This design comes from an exercise in tuning for small area on the open sky130 flow, not from production work. Function was checked by simulation only, so behaviour that the tests miss may differ from the original. The clock cells of this run come from the design's own scripts or RTL, not from TritonCTS. No driver is modelled on the clock port, so clock power and skew are understated where the tree is cut down; a real chip needs a root buffer or a tree. No activity file was given, so power comes from the tool's default toggle rates.

==> design/flow/design.v <==
module report_tx_logic(input rst, input [55:0] frame, input send_frame, input send_nosig, input act_q, input [5:0] b_q, input [6:0] s_q, input [9:0] p_q, output act_d, output [5:0] b_d, output [6:0] s_d, output [9:0] p_d, output tx, output frame_done, output nosig_done);
  wire new_n111, new_n112, new_n113, new_n114, new_n115, new_n116, new_n117,
    new_n118, new_n119, new_n120, new_n121, new_n122, new_n123, new_n124,
    new_n125, new_n126, new_n127, new_n128, new_n129, new_n130, new_n131,
    new_n132, new_n133, new_n134, new_n135, new_n136, new_n137, new_n138,
    new_n139, new_n140, new_n141, new_n142, new_n143, new_n144, new_n145,
    new_n146, new_n148, new_n149, new_n151, new_n152, new_n153, new_n154,
    new_n156, new_n157, new_n158, new_n159, new_n160, new_n161, new_n162,
    new_n163, new_n164, new_n165, new_n166, new_n167, new_n168, new_n169,
    new_n170, new_n171, new_n172, new_n174, new_n175, new_n176, new_n177,
    new_n178, new_n180, new_n181, new_n182, new_n184, new_n185, new_n186,
    new_n187, new_n188, new_n190, new_n191, new_n192, new_n194, new_n195,
    new_n196, new_n197, new_n199, new_n200, new_n201, new_n203, new_n204,
    new_n205, new_n206, new_n207, new_n208, new_n210, new_n211, new_n213,
    new_n214, new_n216, new_n217, new_n219, new_n220, new_n221, new_n222,
    new_n224, new_n226, new_n227, new_n229, new_n230, new_n231, new_n232,
    new_n233, new_n234, new_n235, new_n236, new_n237, new_n238, new_n240,
    new_n241, new_n243, new_n245, new_n246, new_n248, new_n250, new_n252,
    new_n254, new_n256, new_n258, new_n259, new_n260, new_n261, new_n262,
    new_n263, new_n264, new_n265, new_n266, new_n267, new_n268, new_n269,
    new_n270, new_n271, new_n272, new_n273, new_n274, new_n275, new_n276,
    new_n277, new_n278, new_n279, new_n280, new_n281, new_n282, new_n283,
    new_n284, new_n285, new_n286, new_n287, new_n288, new_n289, new_n290,
    new_n291, new_n292, new_n293, new_n294, new_n295, new_n296, new_n297,
    new_n298, new_n299, new_n300, new_n301, new_n302, new_n303, new_n304,
    new_n305, new_n306, new_n307, new_n308, new_n309, new_n310, new_n311,
    new_n312, new_n313, new_n314, new_n315, new_n316, new_n317, new_n318,
    new_n319, new_n320, new_n321, new_n322, new_n323, new_n324, new_n325,
    new_n326, new_n327, new_n328, new_n329, new_n330, new_n331, new_n332,
    new_n333, new_n334, new_n335, new_n336, new_n337, new_n338, new_n339,
    new_n340, new_n341, new_n342, new_n343, new_n344, new_n345, new_n346,
    new_n347, new_n348, new_n349, new_n350, new_n351, new_n352, new_n353,
    new_n354, new_n355, new_n356, new_n357, new_n358, new_n359, new_n360,
    new_n361, new_n362, new_n363, new_n364, new_n365, new_n366, new_n367,
    new_n368, new_n369, new_n370, new_n371, new_n372, new_n373, new_n374,
    new_n375, new_n376, new_n377, new_n378, new_n379, new_n380, new_n381,
    new_n382, new_n383, new_n384, new_n385, new_n386, new_n387, new_n388,
    new_n389, new_n390, new_n391, new_n392, new_n393, new_n394, new_n395,
    new_n396, new_n397, new_n398, new_n399, new_n400, new_n401, new_n402,
    new_n403, new_n404, new_n405, new_n406, new_n407, new_n408, new_n409,
    new_n410, new_n411, new_n412, new_n413, new_n414, new_n415, new_n416,
    new_n417, new_n418, new_n419, new_n420, new_n421, new_n422, new_n423,
    new_n424, new_n425, new_n426, new_n427, new_n428, new_n429, new_n430,
    new_n431, new_n432, new_n433, new_n434, new_n435, new_n436, new_n437,
    new_n438, new_n439, new_n440, new_n441, new_n442, new_n443, new_n444,
    new_n445, new_n446, new_n447, new_n448, new_n449, new_n450, new_n451,
    new_n452, new_n453, new_n454, new_n455, new_n456, new_n457, new_n458,
    new_n459, new_n460, new_n461, new_n462, new_n463, new_n464, new_n465,
    new_n466, new_n467, new_n468, new_n469, new_n470, new_n471, new_n472,
    new_n473, new_n474;
  assign new_n111 = b_q[1] & b_q[4];
  assign new_n112 = ~b_q[3] & ~b_q[5];
  assign new_n113 = ~b_q[1] & b_q[2];
  assign new_n114 = new_n112 & new_n113;
  assign new_n115 = b_q[0] & b_q[5];
  assign new_n116 = ~b_q[1] & ~b_q[2];
  assign new_n117 = ~b_q[0] & b_q[3];
  assign new_n118 = ~new_n111 & ~new_n117;
  assign new_n119 = b_q[5] & ~new_n118;
  assign new_n120 = ~b_q[0] & ~b_q[5];
  assign new_n121 = ~new_n115 & ~new_n120;
  assign new_n122 = b_q[0] & b_q[3];
  assign new_n123 = b_q[4] & ~new_n122;
  assign new_n124 = ~new_n121 & new_n123;
  assign new_n125 = ~new_n119 & ~new_n124;
  assign new_n126 = new_n116 & ~new_n125;
  assign new_n127 = b_q[1] & ~b_q[3];
  assign new_n128 = ~new_n126 & ~new_n127;
  assign new_n129 = new_n115 & ~new_n128;
  assign new_n130 = ~new_n114 & ~new_n129;
  assign new_n131 = ~new_n111 & new_n130;
  assign new_n132 = b_q[2] & ~b_q[4];
  assign new_n133 = ~new_n111 & ~new_n132;
  assign new_n134 = b_q[0] & ~new_n133;
  assign new_n135 = ~new_n131 & new_n134;
  assign new_n136 = ~b_q[3] & b_q[4];
  assign new_n137 = ~b_q[2] & ~b_q[5];
  assign new_n138 = new_n136 & new_n137;
  assign new_n139 = b_q[1] & ~b_q[2];
  assign new_n140 = new_n119 & ~new_n139;
  assign new_n141 = ~new_n138 & ~new_n140;
  assign new_n142 = ~new_n135 & new_n141;
  assign new_n143 = ~b_q[0] & ~new_n116;
  assign new_n144 = ~new_n112 & new_n143;
  assign new_n145 = new_n133 & new_n144;
  assign new_n146 = act_q & new_n145;
  assign nosig_done = ~new_n142 & new_n146;
  assign new_n148 = act_q & p_q[1];
  assign new_n149 = new_n138 & new_n148;
  assign frame_done = new_n128 & new_n149;
  assign new_n151 = ~send_frame & ~send_nosig;
  assign new_n152 = ~act_q & new_n151;
  assign new_n153 = ~rst & ~new_n152;
  assign new_n154 = ~frame_done & new_n153;
  assign act_d = ~nosig_done & new_n154;
  assign new_n156 = s_q[0] & s_q[1];
  assign new_n157 = ~p_q[4] & ~p_q[5];
  assign new_n158 = ~p_q[7] & ~p_q[8];
  assign new_n159 = new_n157 & new_n158;
  assign new_n160 = ~p_q[6] & ~p_q[9];
  assign new_n161 = ~p_q[0] & ~p_q[1];
  assign new_n162 = ~p_q[2] & ~p_q[3];
  assign new_n163 = new_n161 & new_n162;
  assign new_n164 = new_n160 & new_n163;
  assign new_n165 = new_n159 & new_n164;
  assign new_n166 = new_n156 & new_n165;
  assign new_n167 = s_q[2] & new_n166;
  assign new_n168 = s_q[3] & new_n167;
  assign new_n169 = ~s_q[6] & new_n168;
  assign new_n170 = b_q[0] & ~new_n169;
  assign new_n171 = ~b_q[0] & new_n169;
  assign new_n172 = ~new_n170 & ~new_n171;
  assign b_d[0] = act_q & ~new_n172;
  assign new_n174 = send_frame & ~act_q;
  assign new_n175 = b_q[1] & ~new_n171;
  assign new_n176 = ~b_q[1] & new_n171;
  assign new_n177 = ~new_n175 & ~new_n176;
  assign new_n178 = act_q & ~new_n177;
  assign b_d[1] = new_n174 | new_n178;
  assign new_n180 = b_q[2] & ~new_n176;
  assign new_n181 = ~b_q[2] & new_n176;
  assign new_n182 = ~new_n180 & ~new_n181;
  assign b_d[2] = act_q & ~new_n182;
  assign new_n184 = b_q[3] & ~new_n181;
  assign new_n185 = ~b_q[2] & ~b_q[3];
  assign new_n186 = new_n176 & new_n185;
  assign new_n187 = ~new_n184 & ~new_n186;
  assign new_n188 = act_q & ~new_n187;
  assign b_d[3] = new_n174 | new_n188;
  assign new_n190 = ~b_q[4] & new_n186;
  assign new_n191 = b_q[4] & ~new_n186;
  assign new_n192 = act_q & ~new_n191;
  assign b_d[4] = new_n190 | ~new_n192;
  assign new_n194 = ~b_q[5] & ~new_n190;
  assign new_n195 = b_q[5] & new_n190;
  assign new_n196 = act_q & ~new_n195;
  assign new_n197 = ~new_n194 & new_n196;
  assign b_d[5] = new_n174 | new_n197;
  assign new_n199 = ~s_q[0] & ~new_n165;
  assign new_n200 = s_q[0] & new_n165;
  assign new_n201 = act_q & ~new_n200;
  assign s_d[0] = ~new_n199 & new_n201;
  assign new_n203 = s_q[4] & new_n168;
  assign new_n204 = s_q[5] & new_n203;
  assign new_n205 = s_q[6] & new_n204;
  assign new_n206 = act_q & ~new_n205;
  assign new_n207 = ~s_q[1] & ~new_n200;
  assign new_n208 = ~new_n166 & ~new_n207;
  assign s_d[1] = ~new_n206 | new_n208;
  assign new_n210 = ~s_q[2] & ~new_n166;
  assign new_n211 = ~new_n167 & ~new_n210;
  assign s_d[2] = ~new_n206 | new_n211;
  assign new_n213 = ~s_q[3] & ~new_n167;
  assign new_n214 = act_q & ~new_n168;
  assign s_d[3] = ~new_n213 & new_n214;
  assign new_n216 = ~s_q[4] & ~new_n168;
  assign new_n217 = ~new_n203 & ~new_n216;
  assign s_d[4] = ~new_n206 | new_n217;
  assign new_n219 = act_q & ~s_q[6];
  assign new_n220 = new_n204 & new_n219;
  assign new_n221 = act_q & ~s_q[5];
  assign new_n222 = ~new_n203 & new_n221;
  assign s_d[5] = ~new_n220 & ~new_n222;
  assign new_n224 = ~s_q[6] & ~new_n204;
  assign s_d[6] = new_n206 & ~new_n224;
  assign new_n226 = p_q[6] & p_q[9];
  assign new_n227 = ~new_n160 & ~new_n226;
  assign p_d[0] = act_q & ~new_n227;
  assign new_n229 = ~s_q[6] & new_n165;
  assign new_n230 = ~new_n168 & new_n229;
  assign new_n231 = ~new_n205 & ~new_n230;
  assign new_n232 = ~p_q[0] & new_n231;
  assign new_n233 = ~s_q[0] & ~s_q[3];
  assign new_n234 = new_n230 & ~new_n233;
  assign new_n235 = ~s_q[0] & s_q[1];
  assign new_n236 = s_q[2] & new_n235;
  assign new_n237 = new_n234 & new_n236;
  assign new_n238 = act_q & ~new_n237;
  assign p_d[1] = ~new_n232 & new_n238;
  assign new_n240 = act_q & ~new_n234;
  assign new_n241 = ~new_n231 & new_n240;
  assign p_d[2] = new_n148 | new_n241;
  assign new_n243 = ~p_q[2] & ~new_n237;
  assign p_d[3] = act_q & ~new_n243;
  assign new_n245 = ~p_q[3] & ~new_n234;
  assign new_n246 = ~new_n205 & new_n245;
  assign p_d[4] = act_q & ~new_n246;
  assign new_n248 = ~p_q[4] & ~new_n230;
  assign p_d[5] = act_q & ~new_n248;
  assign new_n250 = ~p_q[5] & ~new_n230;
  assign p_d[6] = act_q & ~new_n250;
  assign new_n252 = ~p_q[6] & ~new_n230;
  assign p_d[7] = act_q & ~new_n252;
  assign new_n254 = ~p_q[7] & ~new_n230;
  assign p_d[8] = act_q & ~new_n254;
  assign new_n256 = act_q & ~p_q[8];
  assign p_d[9] = new_n230 | ~new_n256;
  assign new_n258 = ~s_q[0] & ~s_q[1];
  assign new_n259 = ~b_q[0] & ~b_q[4];
  assign new_n260 = new_n185 & new_n259;
  assign new_n261 = new_n258 & ~new_n260;
  assign new_n262 = new_n142 & new_n261;
  assign new_n263 = ~s_q[0] & ~new_n145;
  assign new_n264 = ~b_q[0] & new_n263;
  assign new_n265 = ~b_q[1] & ~b_q[4];
  assign new_n266 = ~b_q[3] & b_q[5];
  assign new_n267 = new_n265 & new_n266;
  assign new_n268 = new_n263 & ~new_n267;
  assign new_n269 = s_q[1] & ~new_n268;
  assign new_n270 = b_q[3] & new_n111;
  assign new_n271 = ~new_n138 & ~new_n270;
  assign new_n272 = ~new_n269 & new_n271;
  assign new_n273 = ~new_n264 & ~new_n272;
  assign new_n274 = b_q[2] & b_q[3];
  assign new_n275 = b_q[4] & new_n274;
  assign new_n276 = new_n111 & new_n137;
  assign new_n277 = s_q[2] & ~new_n276;
  assign new_n278 = ~new_n275 & new_n277;
  assign new_n279 = ~new_n273 & new_n278;
  assign new_n280 = ~new_n262 & new_n279;
  assign new_n281 = ~b_q[0] & new_n185;
  assign new_n282 = b_q[1] & b_q[2];
  assign new_n283 = b_q[4] & ~new_n282;
  assign new_n284 = ~new_n116 & new_n122;
  assign new_n285 = ~new_n283 & new_n284;
  assign new_n286 = ~new_n281 & ~new_n285;
  assign new_n287 = new_n267 & ~new_n286;
  assign new_n288 = b_q[3] & ~b_q[5];
  assign new_n289 = b_q[4] & new_n288;
  assign new_n290 = ~new_n126 & new_n289;
  assign new_n291 = ~new_n287 & ~new_n290;
  assign new_n292 = new_n121 & new_n132;
  assign new_n293 = new_n112 & new_n259;
  assign new_n294 = new_n235 & ~new_n293;
  assign new_n295 = new_n122 & new_n265;
  assign new_n296 = new_n116 & new_n288;
  assign new_n297 = ~new_n295 & ~new_n296;
  assign new_n298 = new_n294 & new_n297;
  assign new_n299 = ~new_n292 & new_n298;
  assign new_n300 = new_n130 & new_n299;
  assign new_n301 = b_q[5] & ~new_n286;
  assign new_n302 = new_n156 & ~new_n276;
  assign new_n303 = ~new_n301 & new_n302;
  assign new_n304 = ~new_n300 & ~new_n303;
  assign new_n305 = ~b_q[0] & ~new_n282;
  assign new_n306 = ~new_n117 & ~new_n305;
  assign new_n307 = new_n111 & ~new_n306;
  assign new_n308 = b_q[0] & new_n282;
  assign new_n309 = new_n288 & ~new_n305;
  assign new_n310 = ~new_n308 & new_n309;
  assign new_n311 = ~new_n307 & ~new_n310;
  assign new_n312 = ~new_n304 & new_n311;
  assign new_n313 = b_q[0] & ~new_n185;
  assign new_n314 = ~new_n136 & ~new_n281;
  assign new_n315 = ~new_n313 & new_n314;
  assign new_n316 = b_q[3] & ~new_n111;
  assign new_n317 = ~new_n113 & ~new_n137;
  assign new_n318 = new_n316 & new_n317;
  assign new_n319 = ~new_n124 & ~new_n318;
  assign new_n320 = ~new_n315 & new_n319;
  assign new_n321 = new_n268 & ~new_n320;
  assign new_n322 = ~b_q[1] & ~b_q[5];
  assign new_n323 = b_q[2] & new_n111;
  assign new_n324 = ~new_n322 & ~new_n323;
  assign new_n325 = new_n122 & ~new_n324;
  assign new_n326 = new_n127 & ~new_n132;
  assign new_n327 = new_n121 & new_n326;
  assign new_n328 = ~new_n325 & ~new_n327;
  assign new_n329 = s_q[0] & ~new_n328;
  assign new_n330 = ~s_q[1] & ~new_n126;
  assign new_n331 = ~new_n329 & new_n330;
  assign new_n332 = ~new_n321 & new_n331;
  assign new_n333 = ~s_q[2] & ~new_n332;
  assign new_n334 = ~new_n312 & new_n333;
  assign new_n335 = new_n291 & ~new_n334;
  assign new_n336 = ~new_n280 & new_n335;
  assign new_n337 = ~frame[15] & new_n139;
  assign new_n338 = new_n156 & ~new_n337;
  assign new_n339 = ~frame[55] & new_n116;
  assign new_n340 = ~frame[39] & new_n282;
  assign new_n341 = ~frame[31] & new_n113;
  assign new_n342 = ~new_n340 & ~new_n341;
  assign new_n343 = ~new_n339 & new_n342;
  assign new_n344 = new_n338 & new_n343;
  assign new_n345 = s_q[2] & ~new_n344;
  assign new_n346 = s_q[0] & ~s_q[1];
  assign new_n347 = ~frame[29] & new_n113;
  assign new_n348 = new_n346 & ~new_n347;
  assign new_n349 = ~frame[53] & new_n116;
  assign new_n350 = ~frame[13] & new_n139;
  assign new_n351 = ~frame[37] & new_n282;
  assign new_n352 = ~new_n350 & ~new_n351;
  assign new_n353 = ~new_n349 & new_n352;
  assign new_n354 = new_n348 & new_n353;
  assign new_n355 = ~frame[12] & new_n139;
  assign new_n356 = new_n258 & ~new_n355;
  assign new_n357 = ~frame[52] & new_n116;
  assign new_n358 = ~frame[36] & new_n282;
  assign new_n359 = ~frame[28] & new_n113;
  assign new_n360 = ~new_n358 & ~new_n359;
  assign new_n361 = ~new_n357 & new_n360;
  assign new_n362 = new_n356 & new_n361;
  assign new_n363 = ~frame[14] & new_n139;
  assign new_n364 = new_n235 & ~new_n363;
  assign new_n365 = ~frame[54] & new_n116;
  assign new_n366 = ~frame[38] & new_n282;
  assign new_n367 = ~frame[30] & new_n113;
  assign new_n368 = ~new_n366 & ~new_n367;
  assign new_n369 = ~new_n365 & new_n368;
  assign new_n370 = new_n364 & new_n369;
  assign new_n371 = ~new_n362 & ~new_n370;
  assign new_n372 = ~new_n354 & new_n371;
  assign new_n373 = new_n345 & new_n372;
  assign new_n374 = frame[50] & new_n116;
  assign new_n375 = new_n235 & ~new_n374;
  assign new_n376 = frame[34] & new_n282;
  assign new_n377 = frame[26] & new_n113;
  assign new_n378 = frame[10] & new_n139;
  assign new_n379 = ~new_n377 & ~new_n378;
  assign new_n380 = ~new_n376 & new_n379;
  assign new_n381 = new_n375 & new_n380;
  assign new_n382 = frame[32] & new_n282;
  assign new_n383 = new_n258 & ~new_n382;
  assign new_n384 = frame[48] & new_n116;
  assign new_n385 = frame[8] & new_n139;
  assign new_n386 = frame[24] & new_n113;
  assign new_n387 = ~new_n385 & ~new_n386;
  assign new_n388 = ~new_n384 & new_n387;
  assign new_n389 = new_n383 & new_n388;
  assign new_n390 = ~new_n381 & ~new_n389;
  assign new_n391 = frame[51] & new_n116;
  assign new_n392 = new_n156 & ~new_n391;
  assign new_n393 = frame[27] & new_n113;
  assign new_n394 = frame[11] & new_n139;
  assign new_n395 = frame[35] & new_n282;
  assign new_n396 = ~new_n394 & ~new_n395;
  assign new_n397 = ~new_n393 & new_n396;
  assign new_n398 = new_n392 & new_n397;
  assign new_n399 = frame[9] & new_n139;
  assign new_n400 = new_n346 & ~new_n399;
  assign new_n401 = frame[33] & new_n282;
  assign new_n402 = frame[49] & new_n116;
  assign new_n403 = frame[25] & new_n113;
  assign new_n404 = ~new_n402 & ~new_n403;
  assign new_n405 = ~new_n401 & new_n404;
  assign new_n406 = new_n400 & new_n405;
  assign new_n407 = ~new_n398 & ~new_n406;
  assign new_n408 = new_n390 & new_n407;
  assign new_n409 = ~s_q[2] & ~new_n408;
  assign new_n410 = ~b_q[0] & ~new_n409;
  assign new_n411 = ~new_n373 & new_n410;
  assign new_n412 = ~frame[1] & new_n116;
  assign new_n413 = ~frame[41] & new_n282;
  assign new_n414 = ~frame[17] & new_n139;
  assign new_n415 = ~new_n413 & ~new_n414;
  assign new_n416 = ~new_n412 & new_n415;
  assign new_n417 = new_n346 & ~new_n416;
  assign new_n418 = frame[16] & new_n139;
  assign new_n419 = new_n258 & ~new_n418;
  assign new_n420 = frame[0] & new_n116;
  assign new_n421 = frame[40] & new_n282;
  assign new_n422 = ~new_n420 & ~new_n421;
  assign new_n423 = new_n419 & new_n422;
  assign new_n424 = ~s_q[2] & ~new_n423;
  assign new_n425 = ~new_n417 & new_n424;
  assign new_n426 = ~frame[3] & new_n116;
  assign new_n427 = ~frame[43] & new_n282;
  assign new_n428 = ~frame[19] & new_n139;
  assign new_n429 = ~new_n427 & ~new_n428;
  assign new_n430 = ~new_n426 & new_n429;
  assign new_n431 = new_n156 & ~new_n430;
  assign new_n432 = ~frame[2] & new_n116;
  assign new_n433 = ~frame[42] & new_n282;
  assign new_n434 = ~frame[18] & new_n139;
  assign new_n435 = ~new_n433 & ~new_n434;
  assign new_n436 = ~new_n432 & new_n435;
  assign new_n437 = new_n235 & ~new_n436;
  assign new_n438 = ~new_n431 & ~new_n437;
  assign new_n439 = new_n425 & new_n438;
  assign new_n440 = ~frame[5] & new_n116;
  assign new_n441 = ~frame[45] & new_n282;
  assign new_n442 = ~frame[21] & new_n139;
  assign new_n443 = ~new_n441 & ~new_n442;
  assign new_n444 = ~new_n440 & new_n443;
  assign new_n445 = new_n346 & ~new_n444;
  assign new_n446 = frame[23] & new_n139;
  assign new_n447 = new_n156 & ~new_n446;
  assign new_n448 = frame[47] & new_n282;
  assign new_n449 = frame[7] & new_n116;
  assign new_n450 = ~new_n448 & ~new_n449;
  assign new_n451 = new_n447 & new_n450;
  assign new_n452 = s_q[2] & ~new_n451;
  assign new_n453 = frame[20] & new_n139;
  assign new_n454 = new_n258 & ~new_n453;
  assign new_n455 = frame[44] & new_n282;
  assign new_n456 = frame[4] & new_n116;
  assign new_n457 = ~new_n455 & ~new_n456;
  assign new_n458 = new_n454 & new_n457;
  assign new_n459 = frame[22] & new_n139;
  assign new_n460 = new_n235 & ~new_n459;
  assign new_n461 = frame[6] & new_n116;
  assign new_n462 = frame[46] & new_n282;
  assign new_n463 = ~new_n461 & ~new_n462;
  assign new_n464 = new_n460 & new_n463;
  assign new_n465 = ~new_n458 & ~new_n464;
  assign new_n466 = new_n452 & new_n465;
  assign new_n467 = ~new_n445 & new_n466;
  assign new_n468 = ~new_n439 & ~new_n467;
  assign new_n469 = b_q[0] & ~new_n468;
  assign new_n470 = ~new_n291 & ~new_n469;
  assign new_n471 = ~new_n411 & new_n470;
  assign new_n472 = s_q[3] & ~new_n471;
  assign new_n473 = ~new_n336 & new_n472;
  assign new_n474 = new_n219 & ~new_n233;
  assign tx = new_n473 | ~new_n474;
endmodule
module report_tx(
	input clk,
	input rst,
	input [55:0] frame,
	input send_frame,
	input send_nosig,
	output tx,
	output frame_done,
	output nosig_done
    );
	reg act_q;
	reg [5:0] b_q;
	reg [6:0] s_q;
	reg [9:0] p_q;
	wire act_d;
	wire [5:0] b_d;
	wire [6:0] s_d;
	wire [9:0] p_d;
	report_tx_logic L(.rst(rst), .frame(frame), .send_frame(send_frame),
		.send_nosig(send_nosig), .act_q(act_q), .b_q(b_q), .s_q(s_q), .p_q(p_q),
		.act_d(act_d), .b_d(b_d), .s_d(s_d), .p_d(p_d),
		.tx(tx), .frame_done(frame_done), .nosig_done(nosig_done));
	always @(posedge clk) begin
		act_q <= act_d;
		b_q <= b_d;
		s_q <= s_d;
		p_q <= p_d;
	end
endmodule
==> design/flow/flow/run.sh <==
#!/bin/bash
# Layout flow: the standard flow (standard.sh) with these changes:
#  - synthesis is run once per ABC mapping script in flow/abc_*.script
#    (area-oriented scripts; adders are left to ABC: no ADDER_MAP_FILE),
#    each with and without yosys's own "abc -fast" step inside synth
#    (SYNTH_ARGS=-noabc), and the run with the smallest cell area is kept.  Only the mapping of
#    the combinational logic differs between runs; the registers are the
#    standard synthesis's.
#  - port buffers are the smallest buffer cell (buf_1)
#  - the clock tree is a single buffer (buf_12) (flow/my_clkbuf.tcl) placed
#    at the centre of the registers, in place of clock_tree_synthesis; the
#    clock port drives only this buffer, and every register gets the clock
#    from it
# Each run's full output goes to a log file in this folder.
set -euo pipefail
W=$PWD
# keep every temporary file of the tools inside this folder, and no core dumps
mkdir -p "$W/tmp" "$W/home"
export TMPDIR="$W/tmp" HOME="$W/home"
ulimit -c 0
rm -rf "$W/scripts"
cp -r "$FLOW_HOME/scripts" "$W/scripts"
cp "$W/flow/my_clkbuf.tcl" "$W/scripts/my_clkbuf.tcl"
grep -q '^log_cmd clock_tree_synthesis {\*}$cts_args$' "$W/scripts/cts.tcl"
sed -i 's|^log_cmd clock_tree_synthesis {\*}$cts_args$|source $::env(SCRIPTS_DIR)/my_clkbuf.tcl\nbench_single_clock_buffer sky130_fd_sc_hd__buf_12|' "$W/scripts/cts.tcl"
grep -q '^my_single_clock_buffer' "$W/scripts/cts.tcl"
best=""
bestarea=""
bestsc=""
bestextra=()
for sc in "$W"/flow/abc_*.script; do
  for mode in std noabc; do
    n=$(basename "$sc" .script)_$mode
    extra=()
    [[ $mode == noabc ]] && extra=(SYNTH_ARGS=-noabc)
    cp "$sc" "$W/scripts/abc_speed.script"
    cp "$sc" "$W/scripts/abc_area.script"
    rm -rf "$W/orfs"
    if bash standard.sh synth SCRIPTS_DIR="$W/scripts" ADDER_MAP_FILE= "${extra[@]}" > "$W/synth_$n.log" 2>&1; then
      a=$(grep -h "Chip area for module" "$W"/orfs/reports/*/*/*/synth_stat.txt | awk '{print $NF}')
      echo "$n $a" >> "$W/synth_areas.log"
      if [[ -z "$best" ]] || awk -v a="$a" -v b="$bestarea" 'BEGIN{exit !(a<b)}'; then
        best=$n; bestarea=$a; bestsc=$sc; bestextra=("${extra[@]}")
      fi
      rm -rf "$W/orfs_$n"; mv "$W/orfs" "$W/orfs_$n"
    fi
  done
done
echo "best $best $bestarea" >> "$W/synth_areas.log"
rm -rf "$W/orfs"
mv "$W/orfs_$best" "$W/orfs"
cp "$bestsc" "$W/scripts/abc_speed.script"
cp "$bestsc" "$W/scripts/abc_area.script"
for d in "$W"/orfs_abc_*; do rm -rf "$d"; done
rm -rf "$W/tmp"/* 
bash standard.sh finish SCRIPTS_DIR="$W/scripts" ADDER_MAP_FILE= "${bestextra[@]}" \
  BUFFER_PORTS_ARGS="-buffer_cell sky130_fd_sc_hd__buf_1" > "$W/layout.log" 2>&1
==> design/flow/flow/abc_1.script <==
strash
dch -f
map -a
topo
==> design/flow/flow/abc_10.script <==
strash
&get -n
&dch -f
&nf -a -R 1000 -p -C 32
&put
mfs3 -ae
topo
==> design/flow/flow/abc_12.script <==
strash
&get -n
&nf -a -R 1000 -p -C 32
&put
mfs3 -ae -R 4
topo
==> design/flow/flow/abc_13.script <==
strash
&get -n
&nf -a -R 1000 -p -C 32 -F 8 -A 8
&put
mfs3 -ae -R 4
topo
==> design/flow/flow/abc_14.script <==
strash
balance
&get -n
&nf -a -R 1000 -p -C 32
&put
mfs3 -ae -R 4
topo
==> design/flow/flow/abc_15.script <==
strash
&get -n
&nf -a -R 1000 -p -C 32
&put
topo
==> design/flow/flow/abc_16.script <==
strash
balance
&get -n
&nf -a -R 1000 -p -C 32
&put
mfs3 -ae -R 4
strash
&get -n
&nf -a -R 1000 -p -C 32
&put
mfs3 -ae -R 4
topo
==> design/flow/flow/abc_17.script <==
strash
balance
&get -n
&nf -a -R 1000 -p -C 32
&put
mfs3 -ae -R 4
strash
&get -n
&nf -a -R 1000 -p -C 32
&put
mfs3 -ae -R 4
strash
&get -n
&nf -a -R 1000 -p -C 32
&put
mfs3 -ae -R 4
topo
==> design/flow/flow/abc_18.script <==
strash
balance
&get -n
&nf -a -R 1000 -p -C 32
&put
mfs3 -ae -R 4
strash
&get -n
&nf -a -R 1000 -p -C 32
&put
mfs3 -ae -R 4
strash
&get -n
&nf -a -R 1000 -p -C 32
&put
mfs3 -ae -R 4
strash
&get -n
&nf -a -R 1000 -p -C 32
&put
mfs3 -ae -R 4
topo
==> design/flow/flow/abc_19.script <==
strash
balance
&get -n
&nf -a -R 1000 -p -C 32
&put
mfs3 -ae -R 4
strash
&get -n
&nf -a -R 1000 -p -C 32
&put
mfs3 -ae -R 4
strash
&get -n
&nf -a -R 1000 -p -C 32
&put
mfs3 -ae -R 4
strash
&get -n
&nf -a -R 1000 -p -C 32
&put
mfs3 -ae -R 4
strash
&get -n
&nf -a -R 1000 -p -C 32
&put
mfs3 -ae -R 4
topo
==> design/flow/flow/abc_2.script <==
strash
&get -n
&dch -f
&nf -a -R 1000 -p -C 32
&put
topo
==> design/flow/flow/abc_20.script <==
strash
balance
&get -n
&nf -a -R 1000 -p -C 32
&put
mfs3 -ae -R 4
strash
&get -n
&nf -a -R 1000 -p -C 32
&put
mfs3 -ae -R 4
strash
&get -n
&nf -a -R 1000 -p -C 32
&put
mfs3 -ae -R 4
strash
&get -n
&nf -a -R 1000 -p -C 32
&put
mfs3 -ae -R 4
strash
&get -n
&nf -a -R 1000 -p -C 32
&put
mfs3 -ae -R 4
strash
&get -n
&nf -a -R 1000 -p -C 32
&put
mfs3 -ae -R 4
topo
==> design/flow/flow/abc_21.script <==
strash
&get -n
&nf -a -R 1000 -p -C 32
&put
mfs3 -ae -R 4
strash
&get -n
&nf -a -R 1000 -p -C 32
&put
mfs3 -ae -R 4
strash
&get -n
&nf -a -R 1000 -p -C 32
&put
mfs3 -ae -R 4
topo
==> design/flow/flow/abc_22.script <==
strash
&get -n
&nf -a -R 1000 -p -C 32
&put
mfs3 -ae -R 4
strash
&get -n
&nf -a -R 1000 -p -C 32
&put
mfs3 -ae -R 4
strash
&get -n
&nf -a -R 1000 -p -C 32
&put
mfs3 -ae -R 4
strash
&get -n
&nf -a -R 1000 -p -C 32
&put
mfs3 -ae -R 4
strash
&get -n
&nf -a -R 1000 -p -C 32
&put
mfs3 -ae -R 4
topo
==> design/flow/flow/abc_23.script <==
strash
balance
&get -n
&nf -a -R 1000 -p -C 32
&put
mfs3 -ae -R 4
strash
&get -n
&nf -a -R 1000 -p -C 32
&put
mfs3 -ae -R 4
strash
&get -n
&nf -a -R 1000 -p -C 32
&put
mfs3 -ae -R 4
strash
&get -n
&nf -a -R 1000 -p -C 32
&put
mfs3 -ae -R 4
strash
&get -n
&nf -a -R 1000 -p -C 32
&put
mfs3 -ae -R 4
strash
&get -n
&nf -a -R 1000 -p -C 32
&put
mfs3 -ae -R 4
strash
&get -n
&nf -a -R 1000 -p -C 32
&put
mfs3 -ae -R 4
topo
==> design/flow/flow/abc_24.script <==
strash
balance
&get -n
&nf -a -R 1000 -p -C 32
&put
mfs3 -ae -R 4
strash
&get -n
&nf -a -R 1000 -p -C 32
&put
mfs3 -ae -R 4
strash
&get -n
&nf -a -R 1000 -p -C 32
&put
mfs3 -ae -R 4
strash
&get -n
&nf -a -R 1000 -p -C 32
&put
mfs3 -ae -R 4
strash
&get -n
&nf -a -R 1000 -p -C 32
&put
mfs3 -ae -R 4
strash
&get -n
&nf -a -R 1000 -p -C 32
&put
mfs3 -ae -R 4
strash
&get -n
&nf -a -R 1000 -p -C 32
&put
mfs3 -ae -R 4
strash
&get -n
&nf -a -R 1000 -p -C 32
&put
mfs3 -ae -R 4
topo
==> design/flow/flow/abc_25.script <==
strash
balance
&get -n
&nf -a -R 1000 -p -C 32
&put
mfs3 -ae -R 4
strash
&get -n
&dch -f
&nf -a -R 1000 -p -C 32
&put
mfs3 -ae -R 4
strash
&get -n
&nf -a -R 1000 -p -C 32
&put
mfs3 -ae -R 4
strash
&get -n
&dch -f
&nf -a -R 1000 -p -C 32
&put
mfs3 -ae -R 4
strash
&get -n
&nf -a -R 1000 -p -C 32
&put
mfs3 -ae -R 4
strash
&get -n
&dch -f
&nf -a -R 1000 -p -C 32
&put
mfs3 -ae -R 4
topo
==> design/flow/flow/abc_26.script <==
strash
balance
&get -n
&nf -a -R 1000 -p -C 32
&put
mfs3 -ae -R 4
strash
&get -n
&nf -a -R 1000 -p -C 32
&put
mfs3 -ae -R 4
strash
&get -n
&dch -f
&nf -a -R 1000 -p -C 32
&put
mfs3 -ae -R 4
strash
&get -n
&nf -a -R 1000 -p -C 32
&put
mfs3 -ae -R 4
strash
&get -n
&dch -f
&nf -a -R 1000 -p -C 32
&put
mfs3 -ae -R 4
strash
&get -n
&nf -a -R 1000 -p -C 32
&put
mfs3 -ae -R 4
topo
==> design/flow/flow/abc_3.script <==
strash
dc2
&get -n
&dch -f
&nf -a -R 1000 -p
&put
topo
==> design/flow/flow/abc_4.script <==
strash
balance -l
resub -K 6 -l
rewrite -l
resub -K 6 -N 2 -l
refactor -l
resub -K 8 -l
balance -l
resub -K 8 -N 2 -l
rewrite -l
resub -K 10 -l
rewrite -z -l
resub -K 10 -N 2 -l
balance -l
resub -K 12 -l
refactor -z -l
resub -K 12 -N 2 -l
rewrite -z -l
balance -l
dch -f
map -a
topo
==> design/flow/flow/abc_5.script <==
strash
balance -l
resub -K 6 -l
rewrite -l
resub -K 6 -N 2 -l
refactor -l
resub -K 8 -l
balance -l
resub -K 8 -N 2 -l
rewrite -l
resub -K 10 -l
rewrite -z -l
resub -K 10 -N 2 -l
balance -l
resub -K 12 -l
refactor -z -l
resub -K 12 -N 2 -l
rewrite -z -l
balance -l
balance -l
resub -K 6 -l
rewrite -l
resub -K 6 -N 2 -l
refactor -l
resub -K 8 -l
balance -l
resub -K 8 -N 2 -l
rewrite -l
resub -K 10 -l
rewrite -z -l
resub -K 10 -N 2 -l
balance -l
resub -K 12 -l
refactor -z -l
resub -K 12 -N 2 -l
rewrite -z -l
balance -l
dch -f
map -a
topo
==> design/flow/flow/abc_6.script <==
strash
dch -f
amap -m
topo
==> design/flow/flow/abc_7.script <==
strash
&get -n
&dch -f
&nf -a -R 1000 -p -C 32
&put
mfs3 -ae -R 4
topo
==> design/flow/flow/abc_8.script <==
strash
dc2
&get -n
&dch -f
&nf -a -R 1000 -p
&put
mfs3 -ae -R 4
topo
==> design/flow/flow/abc_9.script <==
strash
&get -n
&dch -f
&nf -a -R 1000 -p -C 32
&put
mfs3 -ae -R 4 -K 8 -H 6
topo
==> design/flow/flow/my_clkbuf.tcl <==
# Single clock buffer instead of a clock tree: the design has few registers,
# so one buffer drives all of them (the clock port drives only this buffer).
proc my_single_clock_buffer { cell } {
  set block [ord::get_db_block]
  set net [$block findNet clk]
  set sx 0; set sy 0; set n 0
  foreach iterm [$net getITerms] {
    set loc [[$iterm getInst] getLocation]
    set sx [expr {$sx + [lindex $loc 0]}]
    set sy [expr {$sy + [lindex $loc 1]}]
    incr n
  }
  set dbu [$block getDbUnitsPerMicron]
  set x [expr {double($sx) / $n / $dbu}]
  set y [expr {double($sy) / $n / $dbu}]
  set r [insert_buffer -buffer_cell $cell -net clk -location [list $x $y] \
    -buffer_name clkbuf_root -net_name clk_root]
  set buf [sta::sta_to_db_inst $r]
  if { $buf == "NULL" } { error "clock buffer not inserted" }
  [[$buf findITerm X] getNet] setSigType CLOCK
  $net setSigType CLOCK
}
==> design/flow/standard.sh <==
#!/bin/bash
# synth_recipe.tcl (not shown) runs the flow's synth.tcl, then flattens the netlist and writes it again
# the make line also repeats each setting of config.mk as NAME=value (left out here)
make -C /OpenROAD-flow-scripts/flow DESIGN_CONFIG=/design/flow/config.mk WORK_HOME=/design/flow/orfs CLKGATE_MAP_FILE= SYNTH_SCRIPT=/design/flow/synth_recipe.tcl "${@:-finish}"
==> design/flow/config.mk <==
export PLATFORM = sky130hd
export DESIGN_NAME = report_tx
export DESIGN_NICKNAME = report_tx
export VERILOG_FILES = /design/flow/design.v
export SDC_FILE = /design/flow/constraint.sdc
export NUM_CORES = 8
export LEC_CHECK = 0
export CAP_MARGIN = 20
export CORE_MARGIN = 2
export CORE_UTILIZATION = 40
export GPL_TIMING_DRIVEN = 0
export SLEW_MARGIN = 20
==> design/flow/constraint.sdc <==
create_clock -name core_clock -period 10.0 [get_ports {clk}]
set_input_delay 2.0000 -clock core_clock [delete_from_list [all_inputs] [get_ports {clk}]]
set_output_delay 2.0000 -clock core_clock [all_outputs]
set_load 0.01 [all_outputs]
==> results_dict.tcl <==
set metrics [dict create \
    outcome "timing/DRC/antenna clean" \
    timing.final.crit_share_pct 54.27 \
    clock_latency_ns 0.13 \
    synth_area_sq_mm 0.001534 \
    fin_skew_ns 0.002413 \
    crit_start "frame[23]" \
    grt.overflow.total 0 \
    stdcell_count 325 \
    design.core.area_sq_mm 0.003661 \
    antennaDiodeCount 0 \
    crit_required_ns 8.00 \
    worstReg2RegStart "p_q[1]$_DFF_P_" \
    worst_ep_arrival_time_ns 3.43 \
    gp_congestion 0.9252 \
    firstDrtPassIters 5 \
    fillers 408 \
    num-nets-final 339 \
    pre_cts_ws_ns 4.537 \
    dp_hpwl_um 3688 \
    drc 0 \
    postRouteWirelength_um 4752 \
    ys_ff_latch 24 \
    clk_pin_slew_ns 0.09 \
    die_y_um 65.93 \
    fin_crit_ns 5.427 \
    cap_violations 0 \
    hold_ws_ns 0.4574 \
    drtIter0Drc 114 \
    initial_utilization_pct 41.90 \
    synth.yosys.warnings 1 \
    ioPinCount 63 \
    synth.yosys.seq_area_share_pct 31.32 \
    num_rows 22 \
    vias_per_cell 5.892 \
    rsz0062_at_grt "false" \
    synth_nets 274 \
    wl_per_cell_um 14.62 \
    post-synth-top-area-cell "dfxtp_1" \
    cts_resized 0 \
    worst_pin_slew_ns 0.8812 \
    irDropWorstVdd_uv 150.6 \
    worstPathMaxFanout 1 \
    ys_top_cells_by_area "dfxtp_1 31%, nor2_1 7.3%, nand2_1 6.9%" \
    ant_nets 0 \
    hold_viol 0 \
    drive_above_1_share_pct 0.3610 \
    netlist_instances 214 \
    start_kind "input port" \
    dieArea_sq_mm 0.004346 \
    grt_pass1_wl_um 7769 \
    synth_cell_type_count 37 \
    antenna_found_initial 0 \
    slew_headroom_pct 41.04 \
    setup_viol 0 \
    hold_buffers 0 \
    hold_start "p_q[8]$_DFF_P_" \
    numPortBuffers 62 \
    grt_max_degree 25 \
    syn_avg_cell_area_sq_um 7.168 \
    grtUsageTotal_pct 21.79 \
    end_kind "output port" \
    max_freq_mhz 184.3 \
    placed_cells 324 \
    path_class "input port to output port" \
    fin_ws_ns 4.573 \
    grt_pass1_vias 1733 \
    finalMaxSlewViolations 0 \
    vias 1915 \
    setup_tns_ns 0 \
    leakage_nw 0.6057 \
    syn_to_final_growth_pct 20.39 \
    fin_area_sq_mm 0.001847 \
    post_cts_buffers 0 \
    synth_top_area_share_pct 31.32 \
    placed_area_sq_mm 0.001827 \
    hold_path.class "register to register" \
    power_density_mw_per_mm2 170.4 \
    die_w_um 65.93 \
]
[cells in the mapped netlist, drive strengths merged]
cell      n
o211ai    2
xor2      1
o311ai    1
o2111ai   2
o32ai     1
nor3      7
nand4     2
xnor2     5
a221oi    1
or4       2
a22oi     1
a211o     1
a32oi     3
and2      2
dfxtp    24
nand2b    2
a2111oi   1
o41ai     1
o31ai     2
nor2     30
or3       3
and3      2
nand2    28
clkinv    8
a222oi    7
nor4      4
a21boi    1
nor2b     1
nand3     7
o22ai    10
o221ai    4
a211oi    1
o21ai    21
a31oi     5
o21a      2
a21oi    18
a221o     1
[area by class of cell, without the clock buffers]
| cell class | count | area, sq um | share of cell area [%] |
|---|---|---|---|
| Sequential cell | 24 | 480.5 | 26.02 |
| Tap cell | 48 | 60.06 | 3.252 |
| Timing Repair Buffer | 62 | 232.7 | 12.60 |
| Multi-Input combinational cell | 182 | 1023 | 55.42 |
| Inverter | 8 | 30.03 | 1.626 |
[logic make-up (layout without fill, tap and decap cells)]
family | after synthesis | count (layout) | share of synthesized area (%)
compound gates | 86 | 86 | 37.03
xor+xnor | 6 | 6 | 3.426
buf+inv | 8 | 71 | 1.958
flops | 24 | 24 | 31.32
simple gates | 90 | 90 | 26.26
[worst max-delay path, stage by stage]
cell	delay (ns)
buf_1	0.08
a221o_1	0.31
a21oi_1	0.12
a21oi_1	0.07
nand4_1	0.13
a21boi_0	0.09
o311ai_0	0.33
o211ai_1	0.15
buf_1	0.15
[report_power, final]
part / total [W] / leakage (nW) / internal, W / switching, W
Combinational: 0.000135 / 0.400 / 0.0000555 / 0.0000793
Sequential: 0.000141 / 0.196 / 0.000118 / 0.0000228
Clock: 0.0000390 / 0.00940 / 0.0000163 / 0.0000228
Total: 0.000315 / 0.606 / 0.000190 / 0.000125
[path summary, 6_finish.rpt]
path	endpoint	slack, ns	cells after the start
hold reg to reg	p_q[9]$_DFF_P_	0.46	1
setup reg to reg	b_q[5]$_DFF_P_	6.74	10
setup / recovery	tx	4.57	9
hold / removal	p_q[9]$_DFF_P_	0.46	1
[cell usage in the layout, fill, tap and decap left out, types with 2 or more instances in the layout]
cell / count
nand2_1: 28
a32oi_1: 3
and3_1: 2
nor3_1: 7
a31oi_1: 5
o31ai_1: 2
nor4_1: 4
nand3_1: 7
nor2_1: 30
o2111ai_1: 2
buf_1: 62
and2_0: 2
clkinv_1: 8
xnor2_1: 5
o211ai_1: 2
o22ai_1: 10
o21ai_0: 21
nand2b_1: 2
o221ai_1: 4
a21oi_1: 18
a222oi_1: 7
o21a_1: 2
or4_1: 2
dfxtp_1: 24
or3_1: 3
nand4_1: 2
[sequential cells by signal, summed over array words and instances, names as in the netlist]
name / flops
act_q: 1
p_q: 10
b_q: 6
s_q: 7
[layer usage]
| metal | global-route usage (%) | up-vias | part of all wire (%) |
|---|---|---|---|
| li1 | - | 973 | - |
| met1 | 30.39 | 842 | 47 |
| met2 | 39.02 | 94 | 44 |
| met3 | 0.8518 | 6 | 7.6 |
| met4 | 1.042 | 0 | 1.2 |
| met5 | 0 | - | 0 |
[through the flow]
stage,utilization [%],power [W]
2_1_floorplan,-,0.0002353
3_3_place_gp,49.90,0.0002769
3_5_place_dp,49.90,0.0002763
4_1_cts,50.44,0.0003085
5_1_grt,50.44,0.0003410
6_report,50.44,0.0003148

[what the ideal ports hide]
The results above use ideal ports. As a check the final layout listed here was re-extracted and re-timed, cells and wires unchanged.
Step 1: set_driving_cell puts a clkbuf_16 on clk and a buf_2 on each other input, an assumption about the parent block.
Step 2, shift: input delay + t, output delay - t, t = (earliest + latest rising clock arrival at the registers) / 2. This alone moves slack from input paths to output paths.
Slacks: no drivers / after step 1 / after step 2; pairs: no drivers / after step 1.
t, ns: 0.151
setup slack, ns: 4.573 / 4.553 / 4.553
clock arrival spread, ns: 0.002 / 0.002
worst data-port slew with drivers (ns): 0.04
After both steps setup and hold are still met in this run. For this run, drivers alone change the setup slack by -0.020 ns; drivers and shift together by -0.020 ns.
